What follows belongs to an exercise in optimizing a design on an open flow for small area and a short achievable clock period; a production flow would make more cautious choices. RTL that was checked went through simulation tests only; none was proved equivalent to the original. For run 1, only the layout was checked, not whether the RTL still works.

==> flow/design.v, too long to show whole: its modules and the start of the top module <==
// module CTE: 870 lines
// module CTE_fa: 5 lines
// module CTE_ha: 5 lines
module CTE ( clk, reset, op_mode, in_en, yuv_in, rgb_in, busy, out_valid, rgb_out, yuv_out);
  // ...
==> flow/flow/run.sh <==
#!/bin/bash
# Standard layout (the standard.sh: standard synthesis and ORFS flow), with the
# port buffers made from buf_2 instead of the default delay buffer.
set -euo pipefail
bash standard.sh "BUFFER_PORTS_ARGS=-buffer_cell sky130_fd_sc_hd__buf_2" finish > standard_flow.log 2>&1
==> flow/standard.sh <==
#!/bin/bash
# synth_recipe.tcl (not shown) runs the flow's synth.tcl, then flattens the netlist and writes it again
# the make line also repeats each setting of config.mk as NAME=value (left out here)
make -C /OpenROAD-flow-scripts/flow DESIGN_CONFIG=/design/flow/config.mk WORK_HOME=/design/flow/orfs CLKGATE_MAP_FILE= SYNTH_SCRIPT=/design/flow/synth_recipe.tcl "${@:-finish}"
==> flow/config.mk <==
export PLATFORM = sky130hd
export DESIGN_NAME = CTE
export DESIGN_NICKNAME = CTE
export VERILOG_FILES = /design/flow/design.v
export SDC_FILE = /design/flow/constraint.sdc
export NUM_CORES = 4
export LEC_CHECK = 0
export CAP_MARGIN = 20
export CORE_MARGIN = 2
export CORE_UTILIZATION = 40
export SLEW_MARGIN = 20
export SYNTH_HIERARCHICAL = 1
==> flow/constraint.sdc <==
create_clock -name core_clock -period 25.0 [get_ports {clk}]
set_input_delay 5.0000 -clock core_clock [delete_from_list [all_inputs] [get_ports {clk}]]
set_output_delay 5.0000 -clock core_clock [all_outputs]
set_load 0.01 [all_outputs]
==> run summary, run 1 <==
gpl congestion 0.903; CTS tree yes; count of final setup violators 0; dpl ws roughly 16000 ps; most common cell in the netlist fa_1; status finished clean; CTS Hold Bufs 0; chip height 141 um; Synth top area share 34.4%; ys flop type edfxtp_1; post-route setup TNS 0 ps; busiest layer in global routing met2; die area slightly below 0.02 mm^2; vias in the first global route approximately 5500; Signal buffers 70; CP max FO 6; Largest cell class multi-input combinational cells; Iter 0 DRT Violations roughly 290; Syn Area/Cell between 10 and 15 um^2; Fin Hold WS 590 ps; most common cell after layout, fill and taps aside fa_1; fmax between 100 and 150 MHz; post_cts resized 0; multi-input logic area approximately 0.0057 mm^2; Post-DP HPWL 14900 um; GR met3 Demand/Resource 2.28%; worst-path cell chain fa_1 > fa_1 > fa_1 > fa_1 > ha_1 > a211oi_1 > o21ai_0 > o211ai_1 > a21oi_1 > nand2b_1 > a211o_1 > fa_1 > xnor2_1 > buf_2; DR pass1 iterations 5; Startpoint Class flop; wirelength, routed ~18000 um; clock latency (worst-skew pair) between 300 and 400 ps; vias per cell ~5.3; Worst Hold Class flop to flop; Tap Cells between 200 and 250
==> run 2, diff against run 1 <==
==> flow/design.v (replaced) <==
`timescale 1ns/10ps
module CTE ( clk, reset, op_mode, in_en, yuv_in, rgb_in, busy, out_valid, rgb_out, yuv_out);
input   clk ;
input   reset ;
input   op_mode;
input   in_en;
output  busy;
output  out_valid;
input   [7:0]   yuv_in;
output  [23:0]  rgb_out;
input   [23:0]  rgb_in;
output  [7:0]   yuv_out;
reg [1:0] cnt;
reg busy_r, valid_r;
reg [23:0] d;
reg [18:0] np;
assign busy = busy_r;
assign out_valid = valid_r;
wire [7:0] yy = d[7:0], uu = d[23:16], vv = d[15:8];
wire [12:0] zz = np[12:0];
wire [23:0] rgb;
assign rgb_out = rgb;
wire m0_0 = ~zz[12] & (zz[11] | zz[3]);
wire m0_1 = ~zz[12] & (zz[11] | zz[4]);
wire m0_2 = ~zz[12] & (zz[11] | zz[5]);
wire m0_3 = ~zz[12] & (zz[11] | zz[6]);
wire m0_4 = ~zz[12] & (zz[11] | zz[7]);
wire m0_5 = ~zz[12] & (zz[11] | zz[8]);
wire m0_6 = ~zz[12] & (zz[11] | zz[9]);
wire m0_7 = ~zz[12] & (zz[11] | zz[10]);
wire m0_8 = ~uu[0];
wire m0_9 = ~uu[1];
wire m0_10 = ~uu[2];
wire m0_11 = ~uu[3];
wire m0_12 = ~uu[4];
wire m0_13 = ~uu[5];
wire m0_14 = ~uu[6];
wire m0_15 = ~vv[0];
wire m0_16 = ~vv[1];
wire m0_17 = ~vv[2];
wire m0_18 = ~vv[3];
wire m0_19 = ~vv[4];
wire m0_20 = ~vv[5];
wire m0_21 = ~vv[6];
wire m0_22 = ~vv[7];
wire m0_23, m0_24;
CTE_ha m0_i25 (.a(yy[0]), .b(m0_10), .s(m0_23), .co(m0_24));
wire m0_25, m0_26;
CTE_ha m0_i27 (.a(yy[1]), .b(m0_11), .s(m0_25), .co(m0_26));
wire m0_27, m0_28;
CTE_ha m0_i29 (.a(yy[2]), .b(m0_12), .s(m0_27), .co(m0_28));
wire m0_29, m0_30;
CTE_ha m0_i31 (.a(yy[3]), .b(m0_13), .s(m0_29), .co(m0_30));
wire m0_31, m0_32;
CTE_ha m0_i33 (.a(yy[4]), .b(m0_14), .s(m0_31), .co(m0_32));
wire m0_33, m0_34;
CTE_ha m0_i35 (.a(yy[5]), .b(uu[7]), .s(m0_33), .co(m0_34));
wire m0_35, m0_36;
CTE_ha m0_i37 (.a(m0_15), .b(vv[2]), .s(m0_35), .co(m0_36));
wire m0_37, m0_38;
CTE_fa m0_i39 (.a(m0_16), .b(vv[3]), .c(m0_24), .s(m0_37), .co(m0_38));
wire m0_39, m0_40;
CTE_fa m0_i41 (.a(m0_17), .b(vv[4]), .c(m0_26), .s(m0_39), .co(m0_40));
wire m0_41, m0_42;
CTE_fa m0_i43 (.a(m0_18), .b(vv[5]), .c(m0_28), .s(m0_41), .co(m0_42));
wire m0_43, m0_44;
CTE_fa m0_i45 (.a(m0_19), .b(vv[6]), .c(m0_30), .s(m0_43), .co(m0_44));
wire m0_45, m0_46;
CTE_fa m0_i47 (.a(m0_20), .b(m0_22), .c(m0_32), .s(m0_45), .co(m0_46));
wire m0_47 = ~(yy[6] ^ m0_21);
wire m0_48 = yy[6] | m0_21;
wire m0_49, m0_50;
CTE_ha m0_i51 (.a(m0_8), .b(vv[0]), .s(m0_49), .co(m0_50));
wire m0_51 = ~(m0_9 ^ vv[1]);
wire m0_52 = m0_9 | vv[1];
wire m0_53 = ~(m0_23 ^ m0_35);
wire m0_54 = m0_23 | m0_35;
wire m0_55, m0_56;
CTE_fa m0_i57 (.a(m0_36), .b(m0_25), .c(m0_37), .s(m0_55), .co(m0_56));
wire m0_57, m0_58;
CTE_fa m0_i59 (.a(m0_27), .b(m0_38), .c(m0_39), .s(m0_57), .co(m0_58));
wire m0_59, m0_60;
CTE_fa m0_i61 (.a(m0_29), .b(m0_40), .c(m0_41), .s(m0_59), .co(m0_60));
wire m0_61, m0_62;
CTE_fa m0_i63 (.a(m0_31), .b(m0_42), .c(m0_43), .s(m0_61), .co(m0_62));
wire m0_63, m0_64;
CTE_fa m0_i65 (.a(m0_33), .b(m0_44), .c(m0_45), .s(m0_63), .co(m0_64));
wire m0_65, m0_66;
CTE_fa m0_i67 (.a(m0_34), .b(m0_47), .c(m0_46), .s(m0_65), .co(m0_66));
wire m0_67, m0_68;
CTE_fa m0_i69 (.a(yy[7]), .b(vv[7]), .c(m0_48), .s(m0_67), .co(m0_68));
wire m0_69 = 1'b1 ^ m0_49;
wire m0_70 = 1'b1 & m0_49;
wire m0_71 = m0_50 ^ m0_51;
wire m0_72 = m0_50 & m0_51;
wire m0_73 = m0_52 ^ m0_53;
wire m0_74 = m0_52 & m0_53;
wire m0_75 = m0_54 ^ m0_55;
wire m0_76 = m0_54 & m0_55;
wire m0_77 = m0_56 ^ m0_57;
wire m0_78 = m0_56 & m0_57;
wire m0_79 = m0_58 ^ m0_59;
wire m0_80 = m0_58 & m0_59;
wire m0_81 = m0_60 ^ m0_61;
wire m0_82 = m0_60 & m0_61;
wire m0_83 = m0_62 ^ m0_63;
wire m0_84 = m0_62 & m0_63;
wire m0_85 = m0_64 ^ m0_65;
wire m0_86 = m0_64 & m0_65;
wire m0_87 = m0_66 ^ m0_67;
wire m0_88 = m0_66 & m0_67;
wire m0_89 = m0_68 ^ 1'b1;
wire m0_90 = m0_68 & 1'b1;
wire m0_91 = m0_74 | (m0_73 & m0_72);
wire m0_92 = m0_73 & m0_71;
wire m0_93 = m0_78 | (m0_77 & m0_76);
wire m0_94 = m0_77 & m0_75;
wire m0_95 = m0_82 | (m0_81 & m0_80);
wire m0_96 = m0_81 & m0_79;
wire m0_97 = m0_86 | (m0_85 & m0_84);
wire m0_98 = m0_85 & m0_83;
wire m0_99 = m0_90 | (m0_89 & m0_88);
wire m0_100 = m0_89 & m0_87;
wire m0_101 = m0_72 | (m0_71 & m0_70);
wire m0_102 = m0_91 | (m0_92 & m0_70);
wire m0_103 = m0_80 | (m0_79 & m0_93);
wire m0_104 = m0_79 & m0_94;
wire m0_105 = m0_95 | (m0_96 & m0_93);
wire m0_106 = m0_96 & m0_94;
wire m0_107 = m0_88 | (m0_87 & m0_97);
wire m0_108 = m0_87 & m0_98;
wire m0_109 = m0_99 | (m0_100 & m0_97);
wire m0_110 = m0_100 & m0_98;
wire m0_111 = m0_76 | (m0_75 & m0_102);
wire m0_112 = m0_93 | (m0_94 & m0_102);
wire m0_113 = m0_103 | (m0_104 & m0_102);
wire m0_114 = m0_105 | (m0_106 & m0_102);
wire m0_115 = 1'b1 & m0_109;
wire m0_116 = 1'b1 & m0_110;
wire m0_117 = m0_84 | (m0_83 & m0_114);
wire m0_118 = m0_97 | (m0_98 & m0_114);
wire m0_119 = m0_107 | (m0_108 & m0_114);
wire m0_120 = m0_109 | (m0_110 & m0_114);
wire m0_121 = m0_115 | (m0_116 & m0_114);
wire m0_122 = m0_71 ^ m0_70;
wire m0_123 = m0_73 ^ m0_101;
wire m0_124 = m0_75 ^ m0_102;
wire m0_125 = m0_77 ^ m0_111;
wire m0_126 = m0_79 ^ m0_112;
wire m0_127 = m0_81 ^ m0_113;
wire m0_128 = m0_83 ^ m0_114;
wire m0_129 = m0_85 ^ m0_117;
wire m0_130 = m0_87 ^ m0_118;
wire m0_131 = m0_89 ^ m0_119;
wire m0_132 = 1'b1 ^ m0_120;
wire m0_133 = ~m0_132 & (m0_131 | m0_123);
wire m0_134 = ~m0_132 & (m0_131 | m0_124);
wire m0_135 = ~m0_132 & (m0_131 | m0_125);
wire m0_136 = ~m0_132 & (m0_131 | m0_126);
wire m0_137 = ~m0_132 & (m0_131 | m0_127);
wire m0_138 = ~m0_132 & (m0_131 | m0_128);
wire m0_139 = ~m0_132 & (m0_131 | m0_129);
wire m0_140 = ~m0_132 & (m0_131 | m0_130);
wire m0_141 = ~uu[7];
wire m0_142 = yy[1] ^ uu[0];
wire m0_143 = yy[1] & uu[0];
wire m0_144 = yy[2] ^ uu[1];
wire m0_145 = yy[2] & uu[1];
wire m0_146 = yy[3] ^ uu[2];
wire m0_147 = yy[3] & uu[2];
wire m0_148 = yy[4] ^ uu[3];
wire m0_149 = yy[4] & uu[3];
wire m0_150 = yy[5] ^ uu[4];
wire m0_151 = yy[5] & uu[4];
wire m0_152 = yy[6] ^ uu[5];
wire m0_153 = yy[6] & uu[5];
wire m0_154 = yy[7] ^ uu[6];
wire m0_155 = yy[7] & uu[6];
wire m0_156 = m0_141 ^ 1'b1;
wire m0_157 = m0_141 & 1'b1;
wire m0_158 = m0_142 & yy[0];
wire m0_159 = m0_147 | (m0_146 & m0_145);
wire m0_160 = m0_146 & m0_144;
wire m0_161 = m0_151 | (m0_150 & m0_149);
wire m0_162 = m0_150 & m0_148;
wire m0_163 = m0_155 | (m0_154 & m0_153);
wire m0_164 = m0_154 & m0_152;
wire m0_165 = 1'b1 & m0_157;
wire m0_166 = 1'b1 & m0_156;
wire m0_167 = m0_145 | (m0_144 & m0_143);
wire m0_168 = m0_144 & m0_158;
wire m0_169 = m0_159 | (m0_160 & m0_143);
wire m0_170 = m0_160 & m0_158;
wire m0_171 = m0_153 | (m0_152 & m0_161);
wire m0_172 = m0_152 & m0_162;
wire m0_173 = m0_163 | (m0_164 & m0_161);
wire m0_174 = m0_164 & m0_162;
wire m0_175 = m0_149 | (m0_148 & m0_169);
wire m0_176 = m0_148 & m0_170;
wire m0_177 = m0_161 | (m0_162 & m0_169);
wire m0_178 = m0_162 & m0_170;
wire m0_179 = m0_171 | (m0_172 & m0_169);
wire m0_180 = m0_172 & m0_170;
wire m0_181 = m0_173 | (m0_174 & m0_169);
wire m0_182 = m0_174 & m0_170;
wire m0_183 = m0_157 | (m0_156 & m0_181);
wire m0_184 = m0_156 & m0_182;
wire m0_185 = m0_165 | (m0_166 & m0_181);
wire m0_186 = m0_166 & m0_182;
wire m0_187 = m0_144 ^ m0_143;
wire m0_188 = m0_146 ^ m0_167;
wire m0_189 = m0_148 ^ m0_169;
wire m0_190 = m0_150 ^ m0_175;
wire m0_191 = m0_152 ^ m0_177;
wire m0_192 = m0_154 ^ m0_179;
wire m0_193 = m0_156 ^ m0_181;
wire m0_194 = 1'b1 ^ m0_183;
wire m0_195 = ~m0_194 & (m0_193 | yy[0]);
wire m0_196 = ~m0_194 & (m0_193 | m0_142);
wire m0_197 = ~m0_194 & (m0_193 | m0_187);
wire m0_198 = ~m0_194 & (m0_193 | m0_188);
wire m0_199 = ~m0_194 & (m0_193 | m0_189);
wire m0_200 = ~m0_194 & (m0_193 | m0_190);
wire m0_201 = ~m0_194 & (m0_193 | m0_191);
wire m0_202 = ~m0_194 & (m0_193 | m0_192);
assign rgb = {m0_7, m0_6, m0_5, m0_4, m0_3, m0_2, m0_1, m0_0, m0_140, m0_139, m0_138, m0_137, m0_136, m0_135, m0_134, m0_133, m0_202, m0_201, m0_200, m0_199, m0_198, m0_197, m0_196, m0_195};
wire [7:0] ir = rgb_in[23:16], ig = rgb_in[15:8], ib = rgb_in[7:0];
wire [7:0] dr = d[23:16], dg = d[15:8], db = d[7:0];
wire sz = ((cnt == 2'd3) & ~(busy_r & valid_r)) | ((cnt == 2'd0) & busy_r);
wire su = (cnt == 2'd0) & ~busy_r, sy = cnt[0] & ~sz, sv = (cnt == 2'd2);
wire [18:0] na;
wire [7:0] q;
assign yuv_out = q;
wire ea_0 = (su & ir[0]) | (sv & ~dr[0]);
wire ea_1 = (su & ir[1]) | (sv & ~dr[1]);
wire ea_2 = (su & ir[2]) | (sv & ~dr[2]);
wire ea_3 = (su & ir[3]) | (sv & ~dr[3]);
wire ea_4 = (su & ir[4]) | (sv & ~dr[4]);
wire ea_5 = (su & ir[5]) | (sv & ~dr[5]);
wire ea_6 = (su & ir[6]) | (sv & ~dr[6]);
wire ea_7 = (su & ir[7]) | (sv & ~dr[7]);
wire ea_8 = (su & ir[0]) | (sv & dr[0]);
wire ea_9 = (su & ir[1]) | (sv & dr[1]);
wire ea_10 = (su & ir[2]) | (sv & dr[2]);
wire ea_11 = (su & ir[3]) | (sv & dr[3]);
wire ea_12 = (su & ir[4]) | (sv & dr[4]);
wire ea_13 = (su & ir[5]) | (sv & dr[5]);
wire ea_14 = (su & ir[6]) | (sv & dr[6]);
wire ea_15 = (su & ir[7]) | (sv & dr[7]);
wire ea_16 = (su & ~ir[0]) | ((sy|sv) & dr[0]);
wire ea_17 = (su & ~ir[1]) | ((sy|sv) & dr[1]);
wire ea_18 = (su & ~ir[2]) | ((sy|sv) & dr[2]);
wire ea_19 = (su & ~ir[3]) | ((sy|sv) & dr[3]);
wire ea_20 = (su & ~ir[4]) | ((sy|sv) & dr[4]);
wire ea_21 = (su & ~ir[5]) | ((sy|sv) & dr[5]);
wire ea_22 = (su & ~ir[6]) | ((sy|sv) & dr[6]);
wire ea_23 = (su & ~ir[7]) | ((sy|sv) & dr[7]);
wire ea_24 = ((sy|sv) & ~dr[0]);
wire ea_25 = ((sy|sv) & ~dr[1]);
wire ea_26 = ((sy|sv) & ~dr[2]);
wire ea_27 = ((sy|sv) & ~dr[3]);
wire ea_28 = ((sy|sv) & ~dr[4]);
wire ea_29 = ((sy|sv) & ~dr[5]);
wire ea_30 = ((sy|sv) & ~dr[6]);
wire ea_31 = ((sy|sv) & ~dr[7]);
wire ea_32 = (su & ~ig[0]) | (sz & ~dg[0]);
wire ea_33 = (su & ~ig[1]) | (sz & ~dg[1]) | (sy & dg[0]);
wire ea_34 = (su & ~ig[2]) | (sz & ~dg[2]) | (sy & dg[1]);
wire ea_35 = (su & ~ig[3]) | (sz & ~dg[3]) | (sy & dg[2]);
wire ea_36 = (su & ~ig[4]) | (sz & ~dg[4]) | (sy & dg[3]) | (sv & ~dg[0]);
wire ea_37 = (su & ~ig[5]) | (sz & ~dg[5]) | (sy & dg[4]) | (sv & ~dg[1]);
wire ea_38 = (su & ~ig[6]) | (sz & ~dg[6]) | (sy & dg[5]) | (sv & ~dg[2]);
wire ea_39 = (su & ~ig[7]) | (sz & dg[7]) | (sy & dg[6]) | (sv & ~dg[3]);
wire ea_40 = (sy & dg[7]) | (sv & ~dg[4]);
wire ea_41 = (sv & ~dg[5]);
wire ea_42 = (sv & ~dg[6]);
wire ea_43 = (sv & ~dg[7]);
wire ea_44 = (sz & dg[0]);
wire ea_45 = (sz & dg[1]);
wire ea_46 = (sz & dg[2]);
wire ea_47 = (sz & dg[3]);
wire ea_48 = (su & ~ig[0]) | (sv & ~dg[0]) | (sz & dg[4]);
wire ea_49 = (su & ~ig[1]) | (sv & ~dg[1]) | (sy & dg[0]) | (sz & dg[5]);
wire ea_50 = (su & ~ig[2]) | (sv & ~dg[2]) | (sy & dg[1]) | (sz & dg[6]);
wire ea_51 = (su & ~ig[3]) | (sv & ~dg[3]) | (sy & dg[2]) | (sz & ~dg[7]);
wire ea_52 = (su & ~ig[4]) | (sv & ~dg[4]) | (sy & dg[3]);
wire ea_53 = (su & ~ig[5]) | (sv & ~dg[5]) | (sy & dg[4]);
wire ea_54 = (su & ~ig[6]) | (sv & ~dg[6]) | (sy & dg[5]);
wire ea_55 = (su & ~ig[7]) | (sv & ~dg[7]) | (sy & dg[6]);
wire ea_56 = (sy & dg[7]);
wire ea_57 = (sz & dg[0]);
wire ea_58 = (sz & dg[1]);
wire ea_59 = (sz & dg[2]);
wire ea_60 = (sz & dg[3]);
wire ea_61 = (sz & dg[4]);
wire ea_62 = (sz & dg[5]);
wire ea_63 = (sz & dg[6]);
wire ea_64 = (sz & ~dg[7]);
wire ea_65 = (sy & db[0]);
wire ea_66 = (sy & db[1]);
wire ea_67 = (su & ~ib[0]) | (sy & db[2]);
wire ea_68 = (su & ~ib[1]) | (sy & db[3]) | (sv & ~db[0]) | (sz & db[0]);
wire ea_69 = (su & ~ib[2]) | (sy & db[4]) | (sv & ~db[1]) | (sz & db[1]);
wire ea_70 = (su & ~ib[3]) | (sy & db[5]) | (sv & ~db[2]) | (sz & db[2]);
wire ea_71 = (su & ~ib[4]) | (sy & db[6]) | (sv & ~db[3]) | (sz & db[3]);
wire ea_72 = (su & ~ib[5]) | (sy & db[7]) | (sv & ~db[4]) | (sz & db[4]);
wire ea_73 = (su & ~ib[6]) | (sv & ~db[5]) | (sz & db[5]);
wire ea_74 = (su & ~ib[7]) | (sv & ~db[6]) | (sz & db[6]);
wire ea_75 = (sv & ~db[7]) | (sz & db[7]);
wire ea_76 = (sv & ~db[0]);
wire ea_77 = (sy & db[0]) | (sv & ~db[1]);
wire ea_78 = (su & ib[0]) | (sy & db[1]) | (sv & ~db[2]);
wire ea_79 = (su & ib[1]) | (sy & db[2]) | (sv & ~db[3]);
wire ea_80 = (su & ib[2]) | (sy & db[3]) | (sv & ~db[4]);
wire ea_81 = (su & ib[3]) | (sy & db[4]) | (sv & ~db[5]);
wire ea_82 = (su & ib[4]) | (sy & db[5]) | (sv & ~db[6]);
wire ea_83 = (su & ib[5]) | (sy & db[6]) | (sv & ~db[7]);
wire ea_84 = (su & ib[6]) | (sy & db[7]);
wire ea_85 = (su & ib[7]);
wire ea_86 = (su & ib[0]);
wire ea_87 = (su & ib[1]);
wire ea_88 = (su & ib[2]);
wire ea_89 = (su & ib[3]);
wire ea_90 = (su & ib[4]);
wire ea_91 = (su & ib[5]);
wire ea_92 = (su & ib[6]);
wire ea_93 = (su & ib[7]);
wire ea_94 = su|sy|sv;
wire ea_95 = su|sy|sv;
wire ea_96 = su|sy|sv;
wire ea_97 = sy|sv|sz;
wire ea_98 = sv;
wire ea_99 = su|sy;
wire ea_100 = sv|sz;
wire ea_101 = sv|sz;
wire ea_102 = sy|sv;
wire ea_103 = sy|sv|sz;
wire ea_104 = su|sy|sv;
wire ea_105 = su|sv|sz;
wire ea_106 = sz;
wire ea_107 = sz;
wire ea_108 = su|sy|sz;
wire ea_109 = su|sy|sz;
wire ea_110 = su|sz;
wire ea_111 = su|sz;
wire ea_112, ea_113;
CTE_ha ea_i114 (.a(ea_5), .b(ea_9), .s(ea_112), .co(ea_113));
wire ea_114, ea_115;
CTE_fa ea_i116 (.a(ea_6), .b(ea_10), .c(ea_17), .s(ea_114), .co(ea_115));
wire ea_116, ea_117;
CTE_fa ea_i118 (.a(ea_7), .b(ea_11), .c(ea_18), .s(ea_116), .co(ea_117));
wire ea_118, ea_119;
CTE_ha ea_i120 (.a(ea_1), .b(ea_24), .s(ea_118), .co(ea_119));
wire ea_120, ea_121;
CTE_fa ea_i122 (.a(ea_2), .b(ea_25), .c(ea_35), .s(ea_120), .co(ea_121));
wire ea_122, ea_123;
CTE_ha ea_i124 (.a(ea_45), .b(ea_62), .s(ea_122), .co(ea_123));
wire ea_124, ea_125;
CTE_fa ea_i126 (.a(ea_3), .b(ea_26), .c(ea_36), .s(ea_124), .co(ea_125));
wire ea_126, ea_127;
CTE_ha ea_i128 (.a(ea_46), .b(ea_63), .s(ea_126), .co(ea_127));
wire ea_128, ea_129;
CTE_fa ea_i130 (.a(ea_4), .b(ea_8), .c(ea_27), .s(ea_128), .co(ea_129));
wire ea_130, ea_131;
CTE_fa ea_i132 (.a(ea_37), .b(ea_47), .c(ea_64), .s(ea_130), .co(ea_131));
wire ea_132, ea_133;
CTE_ha ea_i134 (.a(ea_72), .b(ea_78), .s(ea_132), .co(ea_133));
wire ea_134, ea_135;
CTE_fa ea_i136 (.a(ea_16), .b(ea_28), .c(ea_38), .s(ea_134), .co(ea_135));
wire ea_136, ea_137;
CTE_fa ea_i138 (.a(ea_48), .b(ea_73), .c(ea_79), .s(ea_136), .co(ea_137));
wire ea_138, ea_139;
CTE_fa ea_i140 (.a(ea_86), .b(ea_101), .c(ea_112), .s(ea_138), .co(ea_139));
wire ea_140, ea_141;
CTE_fa ea_i142 (.a(ea_29), .b(ea_39), .c(ea_49), .s(ea_140), .co(ea_141));
wire ea_142, ea_143;
CTE_fa ea_i144 (.a(ea_74), .b(ea_80), .c(ea_87), .s(ea_142), .co(ea_143));
wire ea_144, ea_145;
CTE_fa ea_i146 (.a(ea_102), .b(ea_113), .c(ea_114), .s(ea_144), .co(ea_145));
wire ea_146, ea_147;
CTE_fa ea_i148 (.a(ea_30), .b(ea_40), .c(ea_50), .s(ea_146), .co(ea_147));
wire ea_148, ea_149;
CTE_fa ea_i150 (.a(ea_75), .b(ea_81), .c(ea_88), .s(ea_148), .co(ea_149));
wire ea_150, ea_151;
CTE_fa ea_i152 (.a(ea_103), .b(ea_115), .c(ea_116), .s(ea_150), .co(ea_151));
wire ea_152, ea_153;
CTE_fa ea_i154 (.a(ea_12), .b(ea_19), .c(ea_31), .s(ea_152), .co(ea_153));
wire ea_154, ea_155;
CTE_fa ea_i156 (.a(ea_41), .b(ea_51), .c(ea_82), .s(ea_154), .co(ea_155));
wire ea_156, ea_157;
CTE_fa ea_i158 (.a(ea_89), .b(ea_104), .c(ea_117), .s(ea_156), .co(ea_157));
wire ea_158, ea_159;
CTE_fa ea_i160 (.a(ea_13), .b(ea_20), .c(ea_42), .s(ea_158), .co(ea_159));
wire ea_160, ea_161;
CTE_fa ea_i162 (.a(ea_52), .b(ea_83), .c(ea_90), .s(ea_160), .co(ea_161));
wire ea_162, ea_163;
CTE_fa ea_i164 (.a(ea_14), .b(ea_21), .c(ea_43), .s(ea_162), .co(ea_163));
wire ea_164, ea_165;
CTE_ha ea_i166 (.a(ea_53), .b(ea_84), .s(ea_164), .co(ea_165));
wire ea_166, ea_167;
CTE_fa ea_i168 (.a(ea_15), .b(ea_22), .c(ea_54), .s(ea_166), .co(ea_167));
wire ea_168, ea_169;
CTE_ha ea_i170 (.a(ea_0), .b(ea_33), .s(ea_168), .co(ea_169));
wire ea_170, ea_171;
CTE_fa ea_i172 (.a(ea_34), .b(ea_44), .c(ea_61), .s(ea_170), .co(ea_171));
wire ea_172, ea_173;
CTE_ha ea_i174 (.a(ea_69), .b(ea_98), .s(ea_172), .co(ea_173));
wire ea_174, ea_175;
CTE_fa ea_i176 (.a(ea_70), .b(ea_76), .c(ea_99), .s(ea_174), .co(ea_175));
wire ea_176, ea_177;
CTE_fa ea_i178 (.a(ea_119), .b(ea_120), .c(ea_122), .s(ea_176), .co(ea_177));
wire ea_178, ea_179;
CTE_fa ea_i180 (.a(ea_71), .b(ea_77), .c(ea_121), .s(ea_178), .co(ea_179));
wire ea_180, ea_181;
CTE_fa ea_i182 (.a(ea_123), .b(ea_124), .c(ea_126), .s(ea_180), .co(ea_181));
wire ea_182, ea_183;
CTE_fa ea_i184 (.a(ea_100), .b(ea_125), .c(ea_127), .s(ea_182), .co(ea_183));
wire ea_184, ea_185;
CTE_fa ea_i186 (.a(ea_128), .b(ea_130), .c(ea_132), .s(ea_184), .co(ea_185));
wire ea_186, ea_187;
CTE_fa ea_i188 (.a(ea_129), .b(ea_131), .c(ea_133), .s(ea_186), .co(ea_187));
wire ea_188, ea_189;
CTE_fa ea_i190 (.a(ea_134), .b(ea_136), .c(ea_138), .s(ea_188), .co(ea_189));
wire ea_190, ea_191;
CTE_fa ea_i192 (.a(ea_135), .b(ea_137), .c(ea_140), .s(ea_190), .co(ea_191));
wire ea_192, ea_193;
CTE_fa ea_i194 (.a(ea_142), .b(ea_139), .c(ea_144), .s(ea_192), .co(ea_193));
wire ea_194, ea_195;
CTE_fa ea_i196 (.a(ea_141), .b(ea_143), .c(ea_146), .s(ea_194), .co(ea_195));
wire ea_196, ea_197;
CTE_fa ea_i198 (.a(ea_148), .b(ea_145), .c(ea_150), .s(ea_196), .co(ea_197));
wire ea_198, ea_199;
CTE_fa ea_i200 (.a(ea_147), .b(ea_149), .c(ea_152), .s(ea_198), .co(ea_199));
wire ea_200, ea_201;
CTE_fa ea_i202 (.a(ea_154), .b(ea_151), .c(ea_156), .s(ea_200), .co(ea_201));
wire ea_202, ea_203;
CTE_fa ea_i204 (.a(ea_105), .b(ea_153), .c(ea_155), .s(ea_202), .co(ea_203));
wire ea_204, ea_205;
CTE_fa ea_i206 (.a(ea_158), .b(ea_160), .c(ea_157), .s(ea_204), .co(ea_205));
wire ea_206, ea_207;
CTE_fa ea_i208 (.a(ea_91), .b(ea_106), .c(ea_159), .s(ea_206), .co(ea_207));
wire ea_208, ea_209;
CTE_fa ea_i210 (.a(ea_161), .b(ea_162), .c(ea_164), .s(ea_208), .co(ea_209));
wire ea_210, ea_211;
CTE_fa ea_i212 (.a(ea_85), .b(ea_92), .c(ea_107), .s(ea_210), .co(ea_211));
wire ea_212, ea_213;
CTE_fa ea_i214 (.a(ea_163), .b(ea_165), .c(ea_166), .s(ea_212), .co(ea_213));
wire ea_214, ea_215;
CTE_fa ea_i216 (.a(ea_23), .b(ea_55), .c(ea_93), .s(ea_214), .co(ea_215));
wire ea_216, ea_217;
CTE_ha ea_i218 (.a(ea_108), .b(ea_167), .s(ea_216), .co(ea_217));
wire ea_218, ea_219;
CTE_ha ea_i220 (.a(ea_32), .b(ea_59), .s(ea_218), .co(ea_219));
wire ea_220, ea_221;
CTE_fa ea_i222 (.a(ea_60), .b(ea_68), .c(ea_97), .s(ea_220), .co(ea_221));
wire ea_222, ea_223;
CTE_fa ea_i224 (.a(ea_169), .b(ea_118), .c(ea_170), .s(ea_222), .co(ea_223));
wire ea_224, ea_225;
CTE_fa ea_i226 (.a(ea_171), .b(ea_173), .c(ea_174), .s(ea_224), .co(ea_225));
wire ea_226, ea_227;
CTE_fa ea_i228 (.a(ea_175), .b(ea_177), .c(ea_178), .s(ea_226), .co(ea_227));
wire ea_228, ea_229;
CTE_fa ea_i230 (.a(ea_179), .b(ea_181), .c(ea_182), .s(ea_228), .co(ea_229));
wire ea_230, ea_231;
CTE_fa ea_i232 (.a(ea_183), .b(ea_185), .c(ea_186), .s(ea_230), .co(ea_231));
wire ea_232, ea_233;
CTE_fa ea_i234 (.a(ea_187), .b(ea_190), .c(ea_189), .s(ea_232), .co(ea_233));
wire ea_234, ea_235;
CTE_fa ea_i236 (.a(ea_191), .b(ea_194), .c(ea_193), .s(ea_234), .co(ea_235));
wire ea_236, ea_237;
CTE_fa ea_i238 (.a(ea_195), .b(ea_198), .c(ea_197), .s(ea_236), .co(ea_237));
wire ea_238, ea_239;
CTE_fa ea_i240 (.a(ea_199), .b(ea_202), .c(ea_201), .s(ea_238), .co(ea_239));
wire ea_240, ea_241;
CTE_fa ea_i242 (.a(ea_203), .b(ea_206), .c(ea_208), .s(ea_240), .co(ea_241));
wire ea_242, ea_243;
CTE_fa ea_i244 (.a(ea_210), .b(ea_207), .c(ea_209), .s(ea_242), .co(ea_243));
wire ea_244, ea_245;
CTE_fa ea_i246 (.a(ea_211), .b(ea_214), .c(ea_213), .s(ea_244), .co(ea_245));
wire ea_246, ea_247;
CTE_fa ea_i248 (.a(ea_56), .b(ea_109), .c(ea_215), .s(ea_246), .co(ea_247));
wire ea_248, ea_249;
CTE_ha ea_i250 (.a(ea_57), .b(ea_65), .s(ea_248), .co(ea_249));
wire ea_250, ea_251;
CTE_fa ea_i252 (.a(ea_58), .b(ea_66), .c(ea_95), .s(ea_250), .co(ea_251));
wire ea_252, ea_253;
CTE_fa ea_i254 (.a(ea_67), .b(ea_96), .c(ea_218), .s(ea_252), .co(ea_253));
wire ea_254, ea_255;
CTE_fa ea_i256 (.a(ea_219), .b(ea_168), .c(ea_220), .s(ea_254), .co(ea_255));
wire ea_256, ea_257;
CTE_fa ea_i258 (.a(ea_221), .b(ea_172), .c(ea_222), .s(ea_256), .co(ea_257));
wire ea_258, ea_259;
CTE_fa ea_i260 (.a(ea_223), .b(ea_176), .c(ea_224), .s(ea_258), .co(ea_259));
wire ea_260, ea_261;
CTE_fa ea_i262 (.a(ea_225), .b(ea_180), .c(ea_226), .s(ea_260), .co(ea_261));
wire ea_262, ea_263;
CTE_fa ea_i264 (.a(ea_184), .b(ea_227), .c(ea_228), .s(ea_262), .co(ea_263));
wire ea_264, ea_265;
CTE_fa ea_i266 (.a(ea_229), .b(ea_188), .c(ea_230), .s(ea_264), .co(ea_265));
wire ea_266, ea_267;
CTE_fa ea_i268 (.a(ea_231), .b(ea_192), .c(ea_232), .s(ea_266), .co(ea_267));
wire ea_268, ea_269;
CTE_fa ea_i270 (.a(ea_196), .b(ea_233), .c(ea_234), .s(ea_268), .co(ea_269));
wire ea_270, ea_271;
CTE_fa ea_i272 (.a(ea_200), .b(ea_235), .c(ea_236), .s(ea_270), .co(ea_271));
wire ea_272, ea_273;
CTE_fa ea_i274 (.a(ea_204), .b(ea_237), .c(ea_238), .s(ea_272), .co(ea_273));
wire ea_274, ea_275;
CTE_fa ea_i276 (.a(ea_205), .b(ea_240), .c(ea_239), .s(ea_274), .co(ea_275));
wire ea_276, ea_277;
CTE_fa ea_i278 (.a(ea_212), .b(ea_241), .c(ea_242), .s(ea_276), .co(ea_277));
wire ea_278, ea_279;
CTE_fa ea_i280 (.a(ea_216), .b(ea_243), .c(ea_244), .s(ea_278), .co(ea_279));
wire ea_280, ea_281;
CTE_fa ea_i282 (.a(ea_217), .b(ea_246), .c(ea_245), .s(ea_280), .co(ea_281));
wire ea_282, ea_283;
CTE_ha ea_i284 (.a(ea_110), .b(ea_247), .s(ea_282), .co(ea_283));
wire ea_284 = ea_94 ^ ea_248;
wire ea_285 = ea_94 & ea_248;
wire ea_286 = ea_249 ^ ea_250;
wire ea_287 = ea_249 & ea_250;
wire ea_288 = ea_251 ^ ea_252;
wire ea_289 = ea_251 & ea_252;
wire ea_290 = ea_253 ^ ea_254;
wire ea_291 = ea_253 & ea_254;
wire ea_292 = ea_255 ^ ea_256;
wire ea_293 = ea_255 & ea_256;
wire ea_294 = ea_257 ^ ea_258;
wire ea_295 = ea_257 & ea_258;
wire ea_296 = ea_259 ^ ea_260;
wire ea_297 = ea_259 & ea_260;
wire ea_298 = ea_261 ^ ea_262;
wire ea_299 = ea_261 & ea_262;
wire ea_300 = ea_263 ^ ea_264;
wire ea_301 = ea_263 & ea_264;
wire ea_302 = ea_265 ^ ea_266;
wire ea_303 = ea_265 & ea_266;
wire ea_304 = ea_267 ^ ea_268;
wire ea_305 = ea_267 & ea_268;
wire ea_306 = ea_269 ^ ea_270;
wire ea_307 = ea_269 & ea_270;
wire ea_308 = ea_271 ^ ea_272;
wire ea_309 = ea_271 & ea_272;
wire ea_310 = ea_273 ^ ea_274;
wire ea_311 = ea_273 & ea_274;
wire ea_312 = ea_275 ^ ea_276;
wire ea_313 = ea_275 & ea_276;
wire ea_314 = ea_277 ^ ea_278;
wire ea_315 = ea_277 & ea_278;
wire ea_316 = ea_279 ^ ea_280;
wire ea_317 = ea_279 & ea_280;
wire ea_318 = ea_281 ^ ea_282;
wire ea_319 = ea_281 & ea_282;
wire ea_320 = ea_283 ^ ea_111;
wire ea_321 = ea_283 & ea_111;
wire ea_322 = ea_287 | (ea_286 & ea_285);
wire ea_323 = ea_286 & ea_284;
wire ea_324 = ea_289 | (ea_288 & ea_287);
wire ea_325 = ea_288 & ea_286;
wire ea_326 = ea_291 | (ea_290 & ea_289);
wire ea_327 = ea_290 & ea_288;
wire ea_328 = ea_293 | (ea_292 & ea_291);
wire ea_329 = ea_292 & ea_290;
wire ea_330 = ea_295 | (ea_294 & ea_293);
wire ea_331 = ea_294 & ea_292;
wire ea_332 = ea_297 | (ea_296 & ea_295);
wire ea_333 = ea_296 & ea_294;
wire ea_334 = ea_299 | (ea_298 & ea_297);
wire ea_335 = ea_298 & ea_296;
wire ea_336 = ea_301 | (ea_300 & ea_299);
wire ea_337 = ea_300 & ea_298;
wire ea_338 = ea_303 | (ea_302 & ea_301);
wire ea_339 = ea_302 & ea_300;
wire ea_340 = ea_305 | (ea_304 & ea_303);
wire ea_341 = ea_304 & ea_302;
wire ea_342 = ea_307 | (ea_306 & ea_305);
wire ea_343 = ea_306 & ea_304;
wire ea_344 = ea_309 | (ea_308 & ea_307);
wire ea_345 = ea_308 & ea_306;
wire ea_346 = ea_311 | (ea_310 & ea_309);
wire ea_347 = ea_310 & ea_308;
wire ea_348 = ea_313 | (ea_312 & ea_311);
wire ea_349 = ea_312 & ea_310;
wire ea_350 = ea_315 | (ea_314 & ea_313);
wire ea_351 = ea_314 & ea_312;
wire ea_352 = ea_317 | (ea_316 & ea_315);
wire ea_353 = ea_316 & ea_314;
wire ea_354 = ea_319 | (ea_318 & ea_317);
wire ea_355 = ea_318 & ea_316;
wire ea_356 = ea_321 | (ea_320 & ea_319);
wire ea_357 = ea_320 & ea_318;
wire ea_358 = ea_324 | (ea_325 & ea_285);
wire ea_359 = ea_325 & ea_284;
wire ea_360 = ea_326 | (ea_327 & ea_322);
wire ea_361 = ea_327 & ea_323;
wire ea_362 = ea_328 | (ea_329 & ea_324);
wire ea_363 = ea_329 & ea_325;
wire ea_364 = ea_330 | (ea_331 & ea_326);
wire ea_365 = ea_331 & ea_327;
wire ea_366 = ea_332 | (ea_333 & ea_328);
wire ea_367 = ea_333 & ea_329;
wire ea_368 = ea_334 | (ea_335 & ea_330);
wire ea_369 = ea_335 & ea_331;
wire ea_370 = ea_336 | (ea_337 & ea_332);
wire ea_371 = ea_337 & ea_333;
wire ea_372 = ea_338 | (ea_339 & ea_334);
wire ea_373 = ea_339 & ea_335;
wire ea_374 = ea_340 | (ea_341 & ea_336);
wire ea_375 = ea_341 & ea_337;
wire ea_376 = ea_342 | (ea_343 & ea_338);
wire ea_377 = ea_343 & ea_339;
wire ea_378 = ea_344 | (ea_345 & ea_340);
wire ea_379 = ea_345 & ea_341;
wire ea_380 = ea_346 | (ea_347 & ea_342);
wire ea_381 = ea_347 & ea_343;
wire ea_382 = ea_348 | (ea_349 & ea_344);
wire ea_383 = ea_349 & ea_345;
wire ea_384 = ea_350 | (ea_351 & ea_346);
wire ea_385 = ea_351 & ea_347;
wire ea_386 = ea_352 | (ea_353 & ea_348);
wire ea_387 = ea_353 & ea_349;
wire ea_388 = ea_354 | (ea_355 & ea_350);
wire ea_389 = ea_355 & ea_351;
wire ea_390 = ea_356 | (ea_357 & ea_352);
wire ea_391 = ea_357 & ea_353;
wire ea_392 = ea_362 | (ea_363 & ea_285);
wire ea_393 = ea_363 & ea_284;
wire ea_394 = ea_364 | (ea_365 & ea_322);
wire ea_395 = ea_365 & ea_323;
wire ea_396 = ea_366 | (ea_367 & ea_358);
wire ea_397 = ea_367 & ea_359;
wire ea_398 = ea_368 | (ea_369 & ea_360);
wire ea_399 = ea_369 & ea_361;
wire ea_400 = ea_370 | (ea_371 & ea_362);
wire ea_401 = ea_371 & ea_363;
wire ea_402 = ea_372 | (ea_373 & ea_364);
wire ea_403 = ea_373 & ea_365;
wire ea_404 = ea_374 | (ea_375 & ea_366);
wire ea_405 = ea_375 & ea_367;
wire ea_406 = ea_376 | (ea_377 & ea_368);
wire ea_407 = ea_377 & ea_369;
wire ea_408 = ea_378 | (ea_379 & ea_370);
wire ea_409 = ea_379 & ea_371;
wire ea_410 = ea_380 | (ea_381 & ea_372);
wire ea_411 = ea_381 & ea_373;
wire ea_412 = ea_382 | (ea_383 & ea_374);
wire ea_413 = ea_383 & ea_375;
wire ea_414 = ea_384 | (ea_385 & ea_376);
wire ea_415 = ea_385 & ea_377;
wire ea_416 = ea_386 | (ea_387 & ea_378);
wire ea_417 = ea_387 & ea_379;
wire ea_418 = ea_388 | (ea_389 & ea_380);
wire ea_419 = ea_389 & ea_381;
wire ea_420 = ea_390 | (ea_391 & ea_382);
wire ea_421 = ea_391 & ea_383;
wire ea_422 = ea_400 | (ea_401 & ea_285);
wire ea_423 = ea_401 & ea_284;
wire ea_424 = ea_402 | (ea_403 & ea_322);
wire ea_425 = ea_403 & ea_323;
wire ea_426 = ea_404 | (ea_405 & ea_358);
wire ea_427 = ea_405 & ea_359;
wire ea_428 = ea_406 | (ea_407 & ea_360);
wire ea_429 = ea_407 & ea_361;
wire ea_430 = ea_408 | (ea_409 & ea_392);
wire ea_431 = ea_409 & ea_393;
wire ea_432 = ea_410 | (ea_411 & ea_394);
wire ea_433 = ea_411 & ea_395;
wire ea_434 = ea_412 | (ea_413 & ea_396);
wire ea_435 = ea_413 & ea_397;
wire ea_436 = ea_414 | (ea_415 & ea_398);
wire ea_437 = ea_415 & ea_399;
wire ea_438 = ea_416 | (ea_417 & ea_400);
wire ea_439 = ea_417 & ea_401;
wire ea_440 = ea_418 | (ea_419 & ea_402);
wire ea_441 = ea_419 & ea_403;
wire ea_442 = ea_420 | (ea_421 & ea_404);
wire ea_443 = ea_421 & ea_405;
wire ea_444 = ea_438 | (ea_439 & ea_285);
wire ea_445 = ea_439 & ea_284;
wire ea_446 = ea_440 | (ea_441 & ea_322);
wire ea_447 = ea_441 & ea_323;
wire ea_448 = ea_442 | (ea_443 & ea_358);
wire ea_449 = ea_443 & ea_359;
wire ea_450 = ea_286 ^ ea_285;
wire ea_451 = ea_288 ^ ea_322;
wire ea_452 = ea_290 ^ ea_358;
wire ea_453 = ea_292 ^ ea_360;
wire ea_454 = ea_294 ^ ea_392;
wire ea_455 = ea_296 ^ ea_394;
wire ea_456 = ea_298 ^ ea_396;
wire ea_457 = ea_300 ^ ea_398;
wire ea_458 = ea_302 ^ ea_422;
wire ea_459 = ea_304 ^ ea_424;
wire ea_460 = ea_306 ^ ea_426;
wire ea_461 = ea_308 ^ ea_428;
wire ea_462 = ea_310 ^ ea_430;
wire ea_463 = ea_312 ^ ea_432;
wire ea_464 = ea_314 ^ ea_434;
wire ea_465 = ea_316 ^ ea_436;
wire ea_466 = ea_318 ^ ea_444;
wire ea_467 = ea_320 ^ ea_446;
assign na = {ea_467, ea_466, ea_465, ea_464, ea_463, ea_462, ea_461, ea_460, ea_459, ea_458, ea_457, ea_456, ea_455, ea_454, ea_453, ea_452, ea_451, ea_450, ea_284};
wire eb_n284 = np[0];
wire eb_n450 = np[1];
wire eb_n451 = np[2];
wire eb_n452 = np[3];
wire eb_n453 = np[4];
wire eb_n454 = np[5];
wire eb_n455 = np[6];
wire eb_n456 = np[7];
wire eb_n457 = np[8];
wire eb_n458 = np[9];
wire eb_n459 = np[10];
wire eb_n460 = np[11];
wire eb_n461 = np[12];
wire eb_n462 = np[13];
wire eb_n463 = np[14];
wire eb_n464 = np[15];
wire eb_n465 = np[16];
wire eb_n466 = np[17];
wire eb_n467 = np[18];
wire eb_0 = ~eb_n457;
wire eb_1 = ~eb_n458;
wire eb_2 = ~eb_n459;
wire eb_3 = ~eb_n460;
wire eb_4 = ~eb_n461;
wire eb_5 = ~eb_n462;
wire eb_6 = ~eb_n463;
wire eb_7 = ~eb_n464;
wire eb_8 = ~eb_n465;
wire eb_9 = ~eb_n466;
wire eb_10 = ~eb_n467;
wire eb_11, eb_12;
CTE_ha eb_i13 (.a(eb_0), .b(eb_3), .s(eb_11), .co(eb_12));
wire eb_13, eb_14;
CTE_fa eb_i15 (.a(eb_1), .b(eb_4), .c(eb_n451), .s(eb_13), .co(eb_14));
wire eb_15, eb_16;
CTE_fa eb_i17 (.a(eb_2), .b(eb_5), .c(eb_n452), .s(eb_15), .co(eb_16));
wire eb_17, eb_18;
CTE_fa eb_i19 (.a(eb_3), .b(eb_6), .c(eb_n453), .s(eb_17), .co(eb_18));
wire eb_19, eb_20;
CTE_fa eb_i21 (.a(eb_4), .b(eb_7), .c(eb_n454), .s(eb_19), .co(eb_20));
wire eb_21, eb_22;
CTE_fa eb_i23 (.a(eb_5), .b(eb_8), .c(eb_n455), .s(eb_21), .co(eb_22));
wire eb_23, eb_24;
CTE_fa eb_i25 (.a(eb_6), .b(eb_9), .c(eb_n456), .s(eb_23), .co(eb_24));
wire eb_25, eb_26;
CTE_fa eb_i27 (.a(eb_7), .b(eb_10), .c(eb_n457), .s(eb_25), .co(eb_26));
wire eb_27 = ~(eb_8 ^ eb_n458);
wire eb_28 = eb_8 | eb_n458;
wire eb_29 = ~(eb_9 ^ eb_n459);
wire eb_30 = eb_9 | eb_n459;
wire eb_31 = ~(eb_10 ^ eb_n460);
wire eb_32 = eb_10 | eb_n460;
wire eb_33, eb_34;
CTE_ha eb_i35 (.a(eb_11), .b(eb_n450), .s(eb_33), .co(eb_34));
wire eb_35, eb_36;
CTE_fa eb_i37 (.a(eb_12), .b(eb_13), .c(eb_n453), .s(eb_35), .co(eb_36));
wire eb_37, eb_38;
CTE_fa eb_i39 (.a(eb_14), .b(eb_15), .c(eb_n454), .s(eb_37), .co(eb_38));
wire eb_39, eb_40;
CTE_fa eb_i41 (.a(eb_16), .b(eb_17), .c(eb_n455), .s(eb_39), .co(eb_40));
wire eb_41, eb_42;
CTE_fa eb_i43 (.a(eb_18), .b(eb_n456), .c(eb_19), .s(eb_41), .co(eb_42));
wire eb_43, eb_44;
CTE_fa eb_i45 (.a(eb_20), .b(eb_n457), .c(eb_21), .s(eb_43), .co(eb_44));
wire eb_45, eb_46;
CTE_fa eb_i47 (.a(eb_22), .b(eb_n458), .c(eb_23), .s(eb_45), .co(eb_46));
wire eb_47, eb_48;
CTE_fa eb_i49 (.a(eb_24), .b(eb_25), .c(eb_n459), .s(eb_47), .co(eb_48));
wire eb_49, eb_50;
CTE_fa eb_i51 (.a(eb_26), .b(eb_n460), .c(eb_27), .s(eb_49), .co(eb_50));
wire eb_51, eb_52;
CTE_fa eb_i53 (.a(eb_28), .b(eb_n461), .c(eb_29), .s(eb_51), .co(eb_52));
wire eb_53, eb_54;
CTE_fa eb_i55 (.a(eb_n462), .b(eb_30), .c(eb_31), .s(eb_53), .co(eb_54));
wire eb_55, eb_56;
CTE_fa eb_i57 (.a(eb_n461), .b(eb_n463), .c(eb_32), .s(eb_55), .co(eb_56));
wire eb_57 = ~(eb_n462 ^ eb_n464);
wire eb_58 = eb_n462 | eb_n464;
wire eb_59 = ~(eb_n463 ^ eb_n465);
wire eb_60 = eb_n463 | eb_n465;
wire eb_61 = ~(eb_n464 ^ eb_n466);
wire eb_62 = eb_n464 | eb_n466;
wire eb_63 = ~(eb_n465 ^ eb_n467);
wire eb_64 = eb_n465 | eb_n467;
wire eb_65 = ~eb_n466;
wire eb_66 = eb_n452 ^ eb_33;
wire eb_67 = eb_n452 & eb_33;
wire eb_68 = eb_34 ^ eb_35;
wire eb_69 = eb_34 & eb_35;
wire eb_70 = eb_36 ^ eb_37;
wire eb_71 = eb_36 & eb_37;
wire eb_72 = eb_38 ^ eb_39;
wire eb_73 = eb_38 & eb_39;
wire eb_74 = eb_40 ^ eb_41;
wire eb_75 = eb_40 & eb_41;
wire eb_76 = eb_42 ^ eb_43;
wire eb_77 = eb_42 & eb_43;
wire eb_78 = eb_44 ^ eb_45;
wire eb_79 = eb_44 & eb_45;
wire eb_80 = eb_46 ^ eb_47;
wire eb_81 = eb_46 & eb_47;
wire eb_82 = eb_48 ^ eb_49;
wire eb_83 = eb_48 & eb_49;
wire eb_84 = eb_50 ^ eb_51;
wire eb_85 = eb_50 & eb_51;
wire eb_86 = eb_52 ^ eb_53;
wire eb_87 = eb_52 & eb_53;
wire eb_88 = eb_54 ^ eb_55;
wire eb_89 = eb_54 & eb_55;
wire eb_90 = eb_56 ^ eb_57;
wire eb_91 = eb_56 & eb_57;
wire eb_92 = eb_58 ^ eb_59;
wire eb_93 = eb_58 & eb_59;
wire eb_94 = eb_60 ^ eb_61;
wire eb_95 = eb_60 & eb_61;
wire eb_96 = eb_62 ^ eb_63;
wire eb_97 = eb_62 & eb_63;
wire eb_98 = eb_64 ^ eb_65;
wire eb_99 = eb_64 & eb_65;
wire eb_100 = eb_69 | (eb_68 & eb_67);
wire eb_101 = eb_68 & eb_66;
wire eb_102 = eb_71 | (eb_70 & eb_69);
wire eb_103 = eb_70 & eb_68;
wire eb_104 = eb_73 | (eb_72 & eb_71);
wire eb_105 = eb_72 & eb_70;
wire eb_106 = eb_75 | (eb_74 & eb_73);
wire eb_107 = eb_74 & eb_72;
wire eb_108 = eb_77 | (eb_76 & eb_75);
wire eb_109 = eb_76 & eb_74;
wire eb_110 = eb_79 | (eb_78 & eb_77);
wire eb_111 = eb_78 & eb_76;
wire eb_112 = eb_81 | (eb_80 & eb_79);
wire eb_113 = eb_80 & eb_78;
wire eb_114 = eb_83 | (eb_82 & eb_81);
wire eb_115 = eb_82 & eb_80;
wire eb_116 = eb_85 | (eb_84 & eb_83);
wire eb_117 = eb_84 & eb_82;
wire eb_118 = eb_87 | (eb_86 & eb_85);
wire eb_119 = eb_86 & eb_84;
wire eb_120 = eb_89 | (eb_88 & eb_87);
wire eb_121 = eb_88 & eb_86;
wire eb_122 = eb_91 | (eb_90 & eb_89);
wire eb_123 = eb_90 & eb_88;
wire eb_124 = eb_93 | (eb_92 & eb_91);
wire eb_125 = eb_92 & eb_90;
wire eb_126 = eb_95 | (eb_94 & eb_93);
wire eb_127 = eb_94 & eb_92;
wire eb_128 = eb_97 | (eb_96 & eb_95);
wire eb_129 = eb_96 & eb_94;
wire eb_130 = eb_99 | (eb_98 & eb_97);
wire eb_131 = eb_98 & eb_96;
wire eb_132 = eb_102 | (eb_103 & eb_67);
wire eb_133 = eb_103 & eb_66;
wire eb_134 = eb_104 | (eb_105 & eb_100);
wire eb_135 = eb_105 & eb_101;
wire eb_136 = eb_106 | (eb_107 & eb_102);
wire eb_137 = eb_107 & eb_103;
wire eb_138 = eb_108 | (eb_109 & eb_104);
wire eb_139 = eb_109 & eb_105;
wire eb_140 = eb_110 | (eb_111 & eb_106);
wire eb_141 = eb_111 & eb_107;
wire eb_142 = eb_112 | (eb_113 & eb_108);
wire eb_143 = eb_113 & eb_109;
wire eb_144 = eb_114 | (eb_115 & eb_110);
wire eb_145 = eb_115 & eb_111;
wire eb_146 = eb_116 | (eb_117 & eb_112);
wire eb_147 = eb_117 & eb_113;
wire eb_148 = eb_118 | (eb_119 & eb_114);
wire eb_149 = eb_119 & eb_115;
wire eb_150 = eb_120 | (eb_121 & eb_116);
wire eb_151 = eb_121 & eb_117;
wire eb_152 = eb_122 | (eb_123 & eb_118);
wire eb_153 = eb_123 & eb_119;
wire eb_154 = eb_124 | (eb_125 & eb_120);
wire eb_155 = eb_125 & eb_121;
wire eb_156 = eb_126 | (eb_127 & eb_122);
wire eb_157 = eb_127 & eb_123;
wire eb_158 = eb_128 | (eb_129 & eb_124);
wire eb_159 = eb_129 & eb_125;
wire eb_160 = eb_130 | (eb_131 & eb_126);
wire eb_161 = eb_131 & eb_127;
wire eb_162 = eb_136 | (eb_137 & eb_67);
wire eb_163 = eb_137 & eb_66;
wire eb_164 = eb_138 | (eb_139 & eb_100);
wire eb_165 = eb_139 & eb_101;
wire eb_166 = eb_140 | (eb_141 & eb_132);
wire eb_167 = eb_141 & eb_133;
wire eb_168 = eb_142 | (eb_143 & eb_134);
wire eb_169 = eb_143 & eb_135;
wire eb_170 = eb_144 | (eb_145 & eb_136);
wire eb_171 = eb_145 & eb_137;
wire eb_172 = eb_146 | (eb_147 & eb_138);
wire eb_173 = eb_147 & eb_139;
wire eb_174 = eb_148 | (eb_149 & eb_140);
wire eb_175 = eb_149 & eb_141;
wire eb_176 = eb_150 | (eb_151 & eb_142);
wire eb_177 = eb_151 & eb_143;
wire eb_178 = eb_152 | (eb_153 & eb_144);
wire eb_179 = eb_153 & eb_145;
wire eb_180 = eb_154 | (eb_155 & eb_146);
wire eb_181 = eb_155 & eb_147;
wire eb_182 = eb_156 | (eb_157 & eb_148);
wire eb_183 = eb_157 & eb_149;
wire eb_184 = eb_158 | (eb_159 & eb_150);
wire eb_185 = eb_159 & eb_151;
wire eb_186 = eb_160 | (eb_161 & eb_152);
wire eb_187 = eb_161 & eb_153;
wire eb_188 = eb_170 | (eb_171 & eb_67);
wire eb_189 = eb_171 & eb_66;
wire eb_190 = eb_172 | (eb_173 & eb_100);
wire eb_191 = eb_173 & eb_101;
wire eb_192 = eb_174 | (eb_175 & eb_132);
wire eb_193 = eb_175 & eb_133;
wire eb_194 = eb_176 | (eb_177 & eb_134);
wire eb_195 = eb_177 & eb_135;
wire eb_196 = eb_178 | (eb_179 & eb_162);
wire eb_197 = eb_179 & eb_163;
wire eb_198 = eb_180 | (eb_181 & eb_164);
wire eb_199 = eb_181 & eb_165;
wire eb_200 = eb_182 | (eb_183 & eb_166);
wire eb_201 = eb_183 & eb_167;
wire eb_202 = eb_184 | (eb_185 & eb_168);
wire eb_203 = eb_185 & eb_169;
wire eb_204 = eb_186 | (eb_187 & eb_170);
wire eb_205 = eb_187 & eb_171;
wire eb_206 = eb_204 | (eb_205 & eb_67);
wire eb_207 = eb_205 & eb_66;
wire eb_208 = eb_68 ^ eb_67;
wire eb_209 = eb_70 ^ eb_100;
wire eb_210 = eb_72 ^ eb_132;
wire eb_211 = eb_74 ^ eb_134;
wire eb_212 = eb_76 ^ eb_162;
wire eb_213 = eb_78 ^ eb_164;
wire eb_214 = eb_80 ^ eb_166;
wire eb_215 = eb_82 ^ eb_168;
wire eb_216 = eb_84 ^ eb_188;
wire eb_217 = eb_86 ^ eb_190;
wire eb_218 = eb_88 ^ eb_192;
wire eb_219 = eb_90 ^ eb_194;
wire eb_220 = eb_92 ^ eb_196;
wire eb_221 = eb_94 ^ eb_198;
wire eb_222 = eb_96 ^ eb_200;
wire eb_223 = eb_98 ^ eb_202;
assign q = {~eb_223, eb_222, eb_221, eb_220, eb_219, eb_218, eb_217, eb_216};
always @(posedge clk or posedge reset) begin
    if (reset) begin
        cnt <= 2'd0;
        busy_r <= 1'b0;
        valid_r <= 1'b0;
    end else if (op_mode) begin
        if (in_en) begin
            cnt <= cnt + 2'd1;
            busy_r <= ~cnt[0];
            valid_r <= 1'b1;
        end
    end else begin
        if (busy_r && valid_r) begin
            busy_r <= 1'b0;
            valid_r <= 1'b0;
        end else if (busy_r && cnt == 2'd0) begin
            valid_r <= 1'b1;
        end else if (busy_r) begin
            busy_r <= 1'b0;
            valid_r <= 1'b1;
        end else if (in_en) begin
            cnt <= cnt + 2'd1;
            if (cnt[1]) busy_r <= 1'b1;
            if (cnt == 2'd3) valid_r <= 1'b0;
        end
    end
end
always @(posedge clk) begin
    if (in_en || sz) np <= na;
    if (op_mode) begin
        if (in_en && !cnt[0]) d <= rgb_in;
    end else if (in_en && !busy_r) begin
        if (cnt == 2'd0) d[23:16] <= yuv_in;
        if (cnt == 2'd2) d[15:8] <= yuv_in;
        if (cnt[0]) d[7:0] <= yuv_in;
    end
end
endmodule
module CTE_fa (a, b, c, s, co);
input a, b, c; output s, co;
assign s = a ^ b ^ c;
assign co = (a & b) | (a & c) | (b & c);
endmodule
module CTE_ha (a, b, s, co);
input a, b; output s, co;
assign s = a ^ b;
assign co = a & b;
endmodule
==> run 2 against run 1 <==
Net effect:
- sequential cell count increased by 2
- final area increased by 2.7%
- still clean on timing, DRC and antenna
- non-clock buffer count increased by 1
==> run summary, run 2 <==
Post-Syn Area 0.00771 mm^2 (was 0.00750 mm^2); Clock Tree Root clkbuf_16 (unchanged); row cnt 50 (unchanged); fmax 111 MHz (was 102 MHz); layout overhead on the synthesized area 6.62% (was 6.72%); count of final setup violators 0 (unchanged); GRT Residual Overflow 0 (unchanged); cells taking the most area after synthesis fa_1 28%, edfxtp_1 16%, ha_1 14% (was fa_1 34%, edfxtp_1 16%, ha_1 13%); CP max FO 6 (unchanged); # IOs 70 (unchanged); Iter 0 DRT Violations 565 (was 286); Worst-Margin Slew 1090 ps (was 1070 ps); post_cts resized 0 (unchanged); antenna cells 0 (unchanged); die width 143 um (was 141 um); clock latency (worst-skew pair) 300 ps (was 310 ps); Critical path destination np[15]$_DFFE_PP_ (was yuv_out[7]); I/O Buffers 69 (unchanged); Max Transition Viols Final 0 (unchanged); number of enable flip-flop cells after synthesis 42 (was 40); die area 0.0204 mm^2 (was 0.0199 mm^2); Syn Area/Cell 9.49 um^2 (was 10.3 um^2); Reg2Reg Capture Point np[15]$_DFFE_PP_ (was np[13]$_DFFE_PP_); most common cell after layout, fill and taps aside fa_1 (unchanged); H-tree lvl count 2 (unchanged); dpl cells 1091 (was 980); ys flop type edfxtp_1 (unchanged); Crit-path slowest cell fa_1 (was edfxtp_1); RSZ-0062 raised after global routing false (unchanged); Startpoint Class input pin (was flop); #FFs+latches synth 46 (was 44); Post-DP HPWL 16400 um (was 14900 um); CTS Hold Bufs 0 (unchanged); Critical Path Sink Type flop (was primary output); Reg2Reg Depth 20 (was 16); post-synth top area cell fa_1 (unchanged); vias in the first global route 6059 (was 5541); Yosys cell types 60 (was 55); Crit path arrival time 9150 ps (was 4780 ps); CTS buffer count 5 (unchanged); Clock Skews 10.5 ps (was 12.7 ps); DR pass1 iterations 5 (unchanged); asr flop ratio synth 8.70% (was 9.09%); Crit Path Category input pin to flop (was flop to primary output); FF-to-FF setup slack 18220 ps (was 18430 ps); Post-CTS Setup Inserts 0 (unchanged); Largest register FFs 24 (unchanged); total track usage 20.6% (was 18.7%); post-route setup TNS 0 ps (unchanged); Fin Hold WS 614 ps (was 590 ps); Commonest cells post-synth 109 x fa_1, 94 x nand2_1, 84 x ha_1 (was 129 x fa_1, 112 x nand2_1, 78 x ha_1); vias per cell 5.47 (was 5.30); Synth top area share 28.3% (was 34.4%); Initial Utilization 41.0% (was 40.4%); initial antenna violation count 0 (unchanged); Crit path required time 25130 ps (was 20000 ps); Critical Path Start rgb_in[13] (was np[7]$_DFFE_PP_); Mapped Cells 813 (was 728); Mapped Nets 1042 (was 971); CTS sink cnt 46 (was 44); status finished clean (unchanged); layout cell share with drive strength beyond 1 11.8% (was 12.3%); wirelength, routed 19800 um (was 17500 um); Worst-path clk slew 70 ps (about the same); Worst path max stage delay 530 ps (was 540 ps); Seq/Total Area, Yosys 17.6% (was 17.3%); Rel. slew slack 27.0% (was 28.9%); most flop-heavy register d (unchanged); Core Region 0.0188 mm^2 (was 0.0186 mm^2); FF-to-FF Start cnt[0]$_DFFE_PP0P_ (unchanged); Final ANT Viol Nets 0 (unchanged); first-pass GRT wire length 32200 um (was 28800 um); chip height 143 um (was 141 um); most common cell in the netlist fa_1 (unchanged); crit-path most repeated cell fa_1 (unchanged); final net count 1067 (was 996); non-filler instance count after layout 1099 (was 988); biggest regs d (24), np (18), cnt (2) (was d (24), np (16), cnt (2)); Fin. Hold Viols 0 (unchanged); largest net degree at the start of global routing 40 (was 41); Tcrit/Tclk final 36.1% (was 39.1%); worst-path cell chain buf_2 > nor2_1 > a21oi_1 > o211ai_1 > fa_1 > fa_1 > fa_1 > fa_1 > ha_1 > a21oi_1 > o21bai_1 > a221o_1 > a31oi_4 > a21oi_2 > o311ai_2 (was fa_1 > fa_1 > fa_1 > fa_1 > ha_1 > a211oi_1 > o21ai_0 > o211ai_1 > a21oi_1 > nand2b_1 > a211o_1 > fa_1 > xnor2_1 > buf_2); gpl congestion 0.963 (was 0.903); routed len/inst 18.0 um (was 17.7 um); commonest non-fill, non-tap cells in the layout 109 x fa_1, 94 x nand2_1, 84 x ha_1 (was 129 x fa_1, 112 x nand2_1, 78 x ha_1); CTS tree yes (unchanged); Maximum Capacitance Violations 0 (unchanged); YS warnings 7 (unchanged); clock buffer depth 2 (unchanged); DRC 0 (unchanged); fillers 1872 (was 1802); vias 6016 (was 5237); minimum clock period 9020 ps (was 9780 ps); Worst Hold Class flop to flop (unchanged)
[run 2: logic make-up after synthesis]
group | share of synthesized area (%)
simple gates | 13.0
mux | 0.146
buf+inv | 8.01
flops | 17.6
compound gates | 15.7
xor+xnor | 3.63
fa+ha+maj | 41.9
[run 2: routing by layer]
| metal | share of wire, % | GRT usage [%] |
|---|---|---|
| met4 | 2.7 | 6.10 |
| met3 | 7.7 | 3.35 |
| met1 | 44 | 29.1 |
| met5 | 0 | 0 |
| met2 | 45 | 32.5 |
[run 2: worst max-delay path, delay by kind of cell]
family / cells / cell delay, ps
fa+ha+maj: 5 / 2270
compound gates: 8 / 1710
buf+inv: 1 / 100
simple gates: 1 / 50
[run 2: cell type report]
type | instances | area (um^2) | area share, %
clock buffer | 5 | 125 | 1.52
clock inverter | 3 | 25.0 | 0.304
inverter | 78 | 293 | 3.56
multi-input combinational | 636 | 5740 | 69.7
sequential | 46 | 1360 | 16.6
tap | 260 | 325 | 3.95
timing repair buffer | 71 | 360 | 4.38
[run 2: through the flow]
stage | setup WS (ps) | utilization, % | area, um^2
global placement | 15760 | 42.9 | 8080
CTS | 16030 | 43.7 | 8230
finish | 15980 | 43.7 | 8230
floorplan | 16080 | - | 7710
detailed placement | 15720 | 42.9 | 8080
global route | 15810 | 43.7 | 8230
[run 2: per-module statistics from Yosys (local to each module, per instance)]
module | flip-flops and latches | area (um^2)
CTE | 46 | 5360
CTE_fa | 0 | 20.0
CTE_ha | 0 | 12.5
[run 2: how the worst min path moves through the flow]
stage / startpoint / endpoint / slack [ps] / cells after the start
final: valid_r$_DFFE_PP0P_ / valid_r$_DFFE_PP0P_ / 610 / 2
after global routing: valid_r$_DFFE_PP0P_ / valid_r$_DFFE_PP0P_ / 660 / 2
after CTS: valid_r$_DFFE_PP0P_ / valid_r$_DFFE_PP0P_ / 620 / 2
after detailed placement: valid_r$_DFFE_PP0P_ / valid_r$_DFFE_PP0P_ / 610 / 2
after global placement: valid_r$_DFFE_PP0P_ / valid_r$_DFFE_PP0P_ / 600 / 2
after floorplan: cnt[0]$_DFFE_PP0P_ / cnt[0]$_DFFE_PP0P_ / 530 / 1

afterwards: timing with drivers on the ports:
Ports are ideal in the flow. The routed layouts listed here were re-timed in OpenROAD. Step 1 sets driving cells, clkbuf_16 on the clock port and buf_2 on the other inputs (assumed; they add their load-dependent delay and slew). Step 2 moves the port delays by t, midway between the first and last clock arrival at a register: inputs arrive t later, outputs are due t later. That takes back most of the time a late clock gives input paths. Slacks: ideal / step 1 / step 2; pairs: ideal / step 1.
run	t, ns	slack for setup (ns)	worst setup path at the end	slew at the worst register clock pin (ns)	cell pins on the clock port's net
run 1	0.342	15.223 / 15.183 / 15.525	register to output	0.07 / 0.07	1
run 2	0.335	15.976 / 15.994 / 15.659	input to register	0.07 / 0.07	1
After both steps every run listed still meets setup and hold. For run 2, which loses most, drivers alone change the setup slack by +0.018 ns; drivers and shift together by -0.317 ns.
